This design comes from an exercise in tuning for small area on the open sky130 flow, not from production work.
In this exercise RTL edits were held to simulation tests only and were not proved equivalent to the original.

build 6:
==> flow/design.v (excerpt) <==
module dct2d_core(clk, reset, din, dout);
input clk, reset;
input  [64-1:0]   din;
output [12*8-1:0] dout;
reg [7:0] oh;
reg [1:0] blk;
always @(posedge clk) begin
    if (!reset) begin
        oh <= 8'd1;
        blk <= 2'd0;
    end else begin
        oh <= {oh[6:0], oh[7]};
        if (oh[7] && blk != 2'd3) blk <= blk + 2'd1;
    end
end
wire valid = blk[1] & (blk[0] | ~(oh[0] | oh[1] | oh[2]));
reg [63:0] d1, d2, d3, d4;
always @(posedge clk) begin
    d1 <= din; d2 <= d1; d3 <= d2; d4 <= d3;
end
wire [64:0] rowc;
dct_row u_row (.din(d4), .dout(rowc));
wire [87:0] colin;
wire [70:0] colc;
xpose_in  u_xin  (.clk(clk), .oh(oh), .rowc(rowc), .colin(colin));
dct_col   u_col  (.din(colin), .dout(colc));
xpose_out u_xout (.clk(clk), .oh(oh), .valid(valid), .colc(colc), .dout(dout));
endmodule
Size: roughly 3800 cells after synthesis, ~1600 flip-flops.
==> flow/config.mk <==
export PLATFORM = sky130hd
export DESIGN_NAME = dct2d_core
export DESIGN_NICKNAME = dct2d_core
export VERILOG_FILES = /design/flow/design.v
export SDC_FILE = /design/flow/constraint.sdc
export NUM_CORES = 4
export LEC_CHECK = 0
export CAP_MARGIN = 20
export CORE_MARGIN = 2
export CORE_UTILIZATION = 50
export CTS_BUF_LIST = sky130_fd_sc_hd__clkbuf_16
export CTS_CLUSTER_DIAMETER = 80
export CTS_CLUSTER_SIZE = 30
export GPL_ROUTABILITY_DRIVEN = 1
export PLACE_DENSITY = 0.6
export SLEW_MARGIN = 20
export SYNTH_HIERARCHICAL = 1
==> flow/constraint.sdc <==
create_clock -name core_clock -period 14.0 [get_ports {clk}]
set_input_delay 2.8000 -clock core_clock [delete_from_list [all_inputs] [get_ports {clk}]]
set_output_delay 2.8000 -clock core_clock [all_outputs]
set_load 0.01 [all_outputs]
run.sh (not shown) runs the stock make flow with config.mk's settings and CLKGATE_MAP_FILE= SYNTH_SCRIPT=/design/flow/synth_recipe.tcl, a recipe that flattens the netlist after the stock synthesis.
diff inputs: build 6 => build 85
- changing CTS_CLUSTER_SIZE from 30 to 20
- changing CTS_BUF_LIST from sky130_fd_sc_hd__clkbuf_16 to sky130_fd_sc_hd__clkbuf_8
### Flow results
Compared with build 6, build 85 shows signed area change from the synthesized netlist to the final layout lower by 0.92 points.
Final cell area: build 85 below build 6

dct2d_core, a different RTL version from the one above (not shown whole).
Size in the first run: about 3500 cells after synthesis, about 160 I/O pins.
clock: 14.0 ns
lec_check: 0
cap_margin: 0
core_margin: 2
core_utilization: 50
gpl_routability_driven: 1
place_density: 0.6
slew_margin: 0
synth_hierarchical: 1
standard.sh (not shown) runs the stock make flow with config.mk's settings and CLKGATE_MAP_FILE= SYNTH_SCRIPT=/design/flow/synth_recipe.tcl, a recipe that flattens the netlist after the stock synthesis.
==> flow/flow/run.sh <==
#!/bin/bash
set -euo pipefail
export BUFFER_PORTS_ARGS="-buffer_cell sky130_fd_sc_hd__buf_1"
export CTS_ARGS="-sink_clustering_enable -repair_clock_nets -dont_use_dummy_load -buf_list sky130_fd_sc_hd__clkbuf_4 -sink_clustering_size 12 -sink_clustering_max_diameter 40"
bash standard.sh > standard_flow.log 2>&1
The baseline ran to the end with no violations.
==> next run, changes <==
==> flow/flow/run.sh (replaced) <==
#!/bin/bash
set -euo pipefail
export BUFFER_PORTS_ARGS="-buffer_cell sky130_fd_sc_hd__buf_1"
bash standard.sh > standard_flow.log 2>&1
CAP_MARGIN = 20   (was 0)
CTS_BUF_LIST = sky130_fd_sc_hd__clkbuf_4   (was default)
CTS_CLUSTER_DIAMETER = 40   (was default)
CTS_CLUSTER_SIZE = 10   (was default)
SLEW_MARGIN = 20   (was 0)
What happened: The new run completed with no timing, DRC or antenna violations. Cell count rises slightly. Utilization grows by 0.55 points. Global-route usage barely changes. Worst hold slack improves by 0.059 ns.
==> next run, changes <==
==> flow/flow/run.sh (replaced) <==
#!/bin/bash
set -euo pipefail
export BUFFER_PORTS_ARGS="-buffer_cell sky130_fd_sc_hd__buf_1"
export CTS_ARGS="-sink_clustering_enable -repair_clock_nets -dont_use_dummy_load -buf_list sky130_fd_sc_hd__clkbuf_4 -sink_clustering_size 12 -sink_clustering_max_diameter 40"
bash standard.sh > standard_flow.log 2>&1
CORE_UTILIZATION = 56   (was 50)
PLACE_DENSITY = 0.66   (was 0.6)
=> The changed run produced a clean layout; maximum frequency is about the same; synthesized area stays the same; cell count drops by 5.2%; die area shrinks by about 10%; design area goes down by 1.5%; core utilization rose by 5.7 points; critical path depth does not change; via count came out lower by 0.51%; non-clock buffer count goes down by 4.
==> next run, changes <==
==> flow/flow/run.sh (replaced) <==
#!/bin/bash
set -euo pipefail
export BUFFER_PORTS_ARGS="-buffer_cell sky130_fd_sc_hd__buf_1"
bash standard.sh > standard_flow.log 2>&1
CORE_UTILIZATION = 50   (was 56)
CTS_CLUSTER_DIAMETER = 30   (was 40)
CTS_CLUSTER_SIZE = 12   (was 10)
PLACE_DENSITY = 0.6   (was 0.66)
Result: Setup slack improved by 0.021 ns. Sequential cell count does not change. Hold slack improved by 0.016 ns. Global-route usage drops by 1.9 points. Final cell count climbs by 9.2%. Synthesized area is unchanged. Die area climbs by 12%.
==> next run, changes <==
==> flow/run.sh (new file) <==
#!/bin/bash
# synth_recipe.tcl (not shown) runs the flow's synth.tcl, then flattens the netlist and writes it again
# the make line also repeats each setting of config.mk as NAME=value (left out here)
make -C /OpenROAD-flow-scripts/flow DESIGN_CONFIG=/design/flow/config.mk WORK_HOME=/design/flow/orfs CLKGATE_MAP_FILE= SYNTH_SCRIPT=/design/flow/synth_recipe.tcl finish
CTS_CLUSTER_DIAMETER = 40   (was 30)
CTS_CLUSTER_SIZE = 10   (was 12)
removed: flow/flow/run.sh
removed: flow/standard.sh
Outcome: The new run finished with timing, DRC and antenna clean; design area is lower by 1.7%; via count falls by 1.7%; area after synthesis is unchanged; sequential cell count stays the same; utilization fell by 0.94 points; fmax hardly moves; global-route usage is higher by 0.14 points; register-to-register slack is worse by 0.03 ns; setup slack gets worse by 0.028 ns.
==> next run, changes <==
==> flow/flow/run.sh (new file) <==
#!/bin/bash
set -euo pipefail
export BUFFER_PORTS_ARGS="-buffer_cell sky130_fd_sc_hd__buf_1"
export CTS_ARGS="-sink_clustering_enable -repair_clock_nets -dont_use_dummy_load -buf_list sky130_fd_sc_hd__clkbuf_4 -sink_clustering_size 12 -sink_clustering_max_diameter 40"
bash standard.sh > standard_flow.log 2>&1
==> flow/standard.sh (new file) <==
#!/bin/bash
# synth_recipe.tcl (not shown) runs the flow's synth.tcl, then flattens the netlist and writes it again
# the make line also repeats each setting of config.mk as NAME=value (left out here)
make -C /OpenROAD-flow-scripts/flow DESIGN_CONFIG=/design/flow/config.mk WORK_HOME=/design/flow/orfs CLKGATE_MAP_FILE= SYNTH_SCRIPT=/design/flow/synth_recipe.tcl "${@:-finish}"
CORE_UTILIZATION = 44   (was 50)
PLACE_DENSITY = 0.55   (was 0.6)
removed: flow/run.sh
The new run passed the timing, design-rule and antenna checks.
Critical path depth drops by 1.
Worst setup slack improved by 0.074 ns.
Cell area drops by a few percent.

== run 1 ==
Another version of the RTL of dct2d_core (not shown whole).
Size in the first run: about 3600 cells after synthesis, about 1600 flip-flops, roughly 160 I/O pins.
==> flow/config.mk <==
export PLATFORM = sky130hd
export DESIGN_NAME = dct2d_core
export DESIGN_NICKNAME = dct2d_core
export VERILOG_FILES = /design/flow/design.v
export SDC_FILE = /design/flow/constraint.sdc
export NUM_CORES = 4
export LEC_CHECK = 0
export CAP_MARGIN = 20
export CORE_MARGIN = 2
export CORE_UTILIZATION = 50
export CTS_BUF_LIST = sky130_fd_sc_hd__clkbuf_4 sky130_fd_sc_hd__clkbuf_8
export CTS_CLUSTER_DIAMETER = 50
export CTS_CLUSTER_SIZE = 14
export GPL_ROUTABILITY_DRIVEN = 1
export PLACE_DENSITY = 0.6
export SLEW_MARGIN = 20
export SYNTH_HIERARCHICAL = 1
==> flow/constraint.sdc <==
create_clock -name core_clock -period 14.0 [get_ports {clk}]
set_input_delay 2.8000 -clock core_clock [delete_from_list [all_inputs] [get_ports {clk}]]
set_output_delay 2.8000 -clock core_clock [all_outputs]
set_load 0.01 [all_outputs]
==> flow/flow/run.sh <==
#!/bin/bash
set -euo pipefail
export BUFFER_PORTS_ARGS="-buffer_cell sky130_fd_sc_hd__buf_1"
bash standard.sh > standard_flow.log 2>&1
Run 1 | stages: all done | timing, DRC, antenna: all pass
Modified inputs, run 2 compared to run 1
# run 1
export LEC_CHECK = 0
export CAP_MARGIN = 20
export CORE_MARGIN = 2
export CORE_UTILIZATION = 50
export CTS_BUF_LIST = sky130_fd_sc_hd__clkbuf_4 sky130_fd_sc_hd__clkbuf_8
export CTS_CLUSTER_DIAMETER = 50
export CTS_CLUSTER_SIZE = 14
export GPL_ROUTABILITY_DRIVEN = 1
export PLACE_DENSITY = 0.6
export SLEW_MARGIN = 20
export SYNTH_HIERARCHICAL = 1
create_clock -name core_clock -period 14.0 [get_ports {clk}]
# run 2
export LEC_CHECK = 0
export CAP_MARGIN = 20
export CORE_MARGIN = 2
export CORE_UTILIZATION = 50
export CTS_BUF_LIST = sky130_fd_sc_hd__clkbuf_4
export CTS_CLUSTER_DIAMETER = 40
export CTS_CLUSTER_SIZE = 10
export GPL_ROUTABILITY_DRIVEN = 1
export PLACE_DENSITY = 0.6
export SLEW_MARGIN = 20
export SYNTH_HIERARCHICAL = 1
create_clock -name core_clock -period 14.0 [get_ports {clk}]
==> comparison <==
- [compare] base=run 1 new=run 2: met2 track utilization from global routing about even, routed length on met2 has increased, multi-input logic cell count roughly the same.
- On run 2: hold slack is 0.0058 ns higher than what run 1 gave.
- Comparing run 2 against run 1, there is no change at all in number of nets still failing antenna checks after routing.
- Maximum frequency delta (run 2 -> run 1): insignificant
- Run comparison: run 2 first element of the critical path oh[0]; run 1 first element of the critical path oh[7]
- The setup slack of run 2 is larger than that of run 1.
The inputs of run 3 differ from those of run 2 as listed below.
# run 2
export LEC_CHECK = 0
export CAP_MARGIN = 20
export CORE_MARGIN = 2
export CORE_UTILIZATION = 50
export CTS_BUF_LIST = sky130_fd_sc_hd__clkbuf_4
export CTS_CLUSTER_DIAMETER = 40
export CTS_CLUSTER_SIZE = 10
export GPL_ROUTABILITY_DRIVEN = 1
export PLACE_DENSITY = 0.6
export SLEW_MARGIN = 20
export SYNTH_HIERARCHICAL = 1
create_clock -name core_clock -period 14.0 [get_ports {clk}]
# run 3
export LEC_CHECK = 0
export CAP_MARGIN = 20
export CORE_MARGIN = 2
export CORE_UTILIZATION = 50
export CTS_BUF_LIST = sky130_fd_sc_hd__clkbuf_8
export CTS_CLUSTER_DIAMETER = 60
export CTS_CLUSTER_SIZE = 16
export GPL_ROUTABILITY_DRIVEN = 1
export PLACE_DENSITY = 0.6
export SLEW_MARGIN = 20
export SYNTH_HIERARCHICAL = 1
create_clock -name core_clock -period 14.0 [get_ports {clk}]
## What came out
- When run 3 is measured against run 2, its cell count turns out about 1.8% lower.
- Status: post-route standard cell area excluding fillers parity (run 2, run 3)

dct2d_core with an RTL version that a note above also has.
Size in the first run: about 3800 cells after synthesis, about 1600 flip-flops, ~160 I/O pins.
// dct2d_core
module dct2d_core(clk, reset, din, dout);
input clk, reset;
input  [64-1:0]   din;
output [12*8-1:0] dout;
reg [7:0] oh;
reg [1:0] blk;
always @(posedge clk) begin
    if (!reset) begin
        oh <= 8'd1;
        blk <= 2'd0;
    end else begin
        oh <= {oh[6:0], oh[7]};
        if (oh[7] && blk != 2'd3) blk <= blk + 2'd1;
    end
end
wire valid = blk[1] & (blk[0] | ~(oh[0] | oh[1] | oh[2]));
reg [63:0] d1, d2, d3, d4;
always @(posedge clk) begin
    d1 <= din; d2 <= d1; d3 <= d2; d4 <= d3;
end
wire [64:0] rowc;
dct_row u_row (.din(d4), .dout(rowc));
wire [87:0] colin;
wire [70:0] colc;
xpose_in  u_xin  (.clk(clk), .oh(oh), .rowc(rowc), .colin(colin));
dct_col   u_col  (.din(colin), .dout(colc));
xpose_out u_xout (.clk(clk), .oh(oh), .valid(valid), .colc(colc), .dout(dout));
endmodule
Settings: LEC_CHECK=0, CAP_MARGIN=20, CORE_MARGIN=2, CORE_UTILIZATION=50, CTS_BUF_LIST=sky130_fd_sc_hd__clkbuf_8, CTS_CLUSTER_DIAMETER=60, CTS_CLUSTER_SIZE=16, GPL_ROUTABILITY_DRIVEN=1, PLACE_DENSITY=0.6, SLEW_MARGIN=20, SYNTH_HIERARCHICAL=1; clock period 14.0 ns.
run.sh (not shown) runs the stock make flow with config.mk's settings and CLKGATE_MAP_FILE= SYNTH_SCRIPT=/design/flow/synth_recipe.tcl, a recipe that flattens the netlist after the stock synthesis.
Stock flow here: none of the scripts above is used.
The starting point finished clean.
Rerun with:
==> flow/flow/run.sh (new file) <==
#!/bin/bash
set -euo pipefail
export BUFFER_PORTS_ARGS="-buffer_cell sky130_fd_sc_hd__buf_1"
bash standard.sh > standard_flow.log 2>&1
==> flow/standard.sh (new file) <==
#!/bin/bash
# synth_recipe.tcl (not shown) runs the flow's synth.tcl, then flattens the netlist and writes it again
# the make line also repeats each setting of config.mk as NAME=value (left out here)
make -C /OpenROAD-flow-scripts/flow DESIGN_CONFIG=/design/flow/config.mk WORK_HOME=/design/flow/orfs CLKGATE_MAP_FILE= SYNTH_SCRIPT=/design/flow/synth_recipe.tcl "${@:-finish}"
removed: flow/run.sh
The changed run produced a clean layout.
Wire length is lower by 1.5%.
First-iteration DRC count rises by 9.7%.
Sequential cell count is unchanged.
Worst setup slack is better by 0.38 ns.

## the reference run
dct2d_core with an RTL version that a note above also has.
Size: about 3,500 cells after synthesis, about 1,600 flip-flops, roughly 56,000 um^2 of cells after synthesis.
export LEC_CHECK = 0
export CAP_MARGIN = 20
export CORE_MARGIN = 2
export CORE_UTILIZATION = 50
export CTS_BUF_LIST = sky130_fd_sc_hd__clkbuf_16
export CTS_CLUSTER_DIAMETER = 70
export CTS_CLUSTER_SIZE = 35
export GPL_ROUTABILITY_DRIVEN = 1
export PLACE_DENSITY = 0.6
export SLEW_MARGIN = 20
export SYNTH_HIERARCHICAL = 1
create_clock -name core_clock -period 14.0 [get_ports {clk}]
standard.sh (not shown) runs the stock make flow with config.mk's settings and CLKGATE_MAP_FILE= SYNTH_SCRIPT=/design/flow/synth_recipe.tcl, a recipe that flattens the netlist after the stock synthesis.
==> flow/flow/run.sh <==
#!/bin/bash
set -euo pipefail
export BUFFER_PORTS_ARGS="-buffer_cell sky130_fd_sc_hd__buf_1"
bash standard.sh > standard_flow.log 2>&1
The reference run: done, clean on timing, DRC and antenna
Modified inputs, the trial run compared to the reference run
Settings: CTS_BUF_LIST changed from sky130_fd_sc_hd__clkbuf_16 to sky130_fd_sc_hd__clkbuf_4; CTS_CLUSTER_SIZE changed from 35 to 10; CTS_CLUSTER_DIAMETER changed from 70 to 40.
-- flow/flow/run.sh --
<<< the reference run, line 4
>>> the trial run, line 4
export CTS_ARGS="-sink_clustering_enable -repair_clock_nets -dont_use_dummy_load -buf_list sky130_fd_sc_hd__clkbuf_4 -sink_clustering_size 12 -sink_clustering_max_diameter 40"
Notes after the runs:
- The flow did not stop early for the trial run: all stages ran, and the layout cleared the timing, design-rule and antenna checks.
- Looking at fraction of area in registers across the trial run and the reference run, the one that comes out higher is the trial run.
- The trial run vs. the reference run: number of antenna violations at the first check in global routing moved up; pre-CTS setup slack barely changed; clock skew saw an increase; global-route usage climbed 0.30 points; final period utilization went down by 0.48 points.
- Going from the reference run to the trial run, wire length of the first global-routing pass increased by about 1.1% relative to the old numbers, wire length increased by 820 um relative to the old numbers, clock-buffer cell count increased by about 140% relative to the old numbers, shortest clock period the worst path allows after layout decreased by 0.067 ns relative to the old numbers.

what the ideal ports hide:
In the flow no input, the clock included, has a driving cell. The finished layouts below were timed again as built, in two steps. Step 1 sets driving cells, clkbuf_16 on the clock port and buf_2 on the other inputs (assumed; they add their load-dependent delay and slew). Step 2 also shifts input and output timing later by t, the mid clock arrival at the registers, as if the neighbouring blocks saw the same clock. Slacks: ideal ports / drivers / drivers and shift; pairs: ideal ports / drivers.
run | t (ns) | slack for setup (ns) | hold slack, ns | worst setup path at the end | worst data-port slew with drivers (ns)
build 6 | 0.728 | 1.900 / 1.900 / 1.900 | 0.308 / 0.308 / 0.308 | register to register | 0.04
build 85 | 0.845 | 1.854 / 1.854 / 1.854 | 0.294 / 0.294 / 0.294 | register to register | 0.04
the first run of note 2 | 1.080 | 0.995 / 0.995 / 0.995 | 0.237 / 0.237 / 0.237 | register to register | 0.06
the second run of note 2 | 1.147 | 0.960 / 0.960 / 0.960 | 0.296 / 0.296 / 0.296 | register to register | 0.06
the third run of note 2 | 1.086 | 0.926 / 0.926 / 0.926 | 0.257 / 0.257 / 0.257 | register to register | 0.06
the fourth run of note 2 | 1.196 | 0.948 / 0.948 / 0.948 | 0.273 / 0.273 / 0.273 | register to register | 0.07
the fifth run of note 2 | 1.122 | 0.920 / 0.920 / 0.920 | 0.278 / 0.278 / 0.278 | register to register | 0.06
the sixth run of note 2 | 1.125 | 0.994 / 0.994 / 0.994 | 0.246 / 0.246 / 0.246 | register to register | 0.05
run 1 | 0.875 | 2.018 / 2.018 / 2.018 | 0.291 / 0.291 / 0.291 | register to register | 0.06
run 2 | 1.141 | 2.040 / 2.040 / 2.040 | 0.297 / 0.297 / 0.297 | register to register | 0.06
run 3 | 0.857 | 1.985 / 1.985 / 1.985 | 0.290 / 0.290 / 0.290 | register to register | 0.06
the first run of note 4 | 0.851 | 1.837 / 1.837 / 1.837 | 0.312 / 0.312 / 0.312 | register to register | 0.04
the second run of note 4 | 0.858 | 2.219 / 2.219 / 2.219 | 0.293 / 0.293 / 0.293 | register to register | 0.05
the reference run | 0.740 | 0.928 / 0.928 / 0.928 | 0.290 / 0.290 / 0.290 | register to register | 0.07
the trial run | 1.080 | 0.995 / 0.995 / 0.995 | 0.237 / 0.237 / 0.237 | register to register | 0.06
After both steps setup and hold are still met in every run listed.
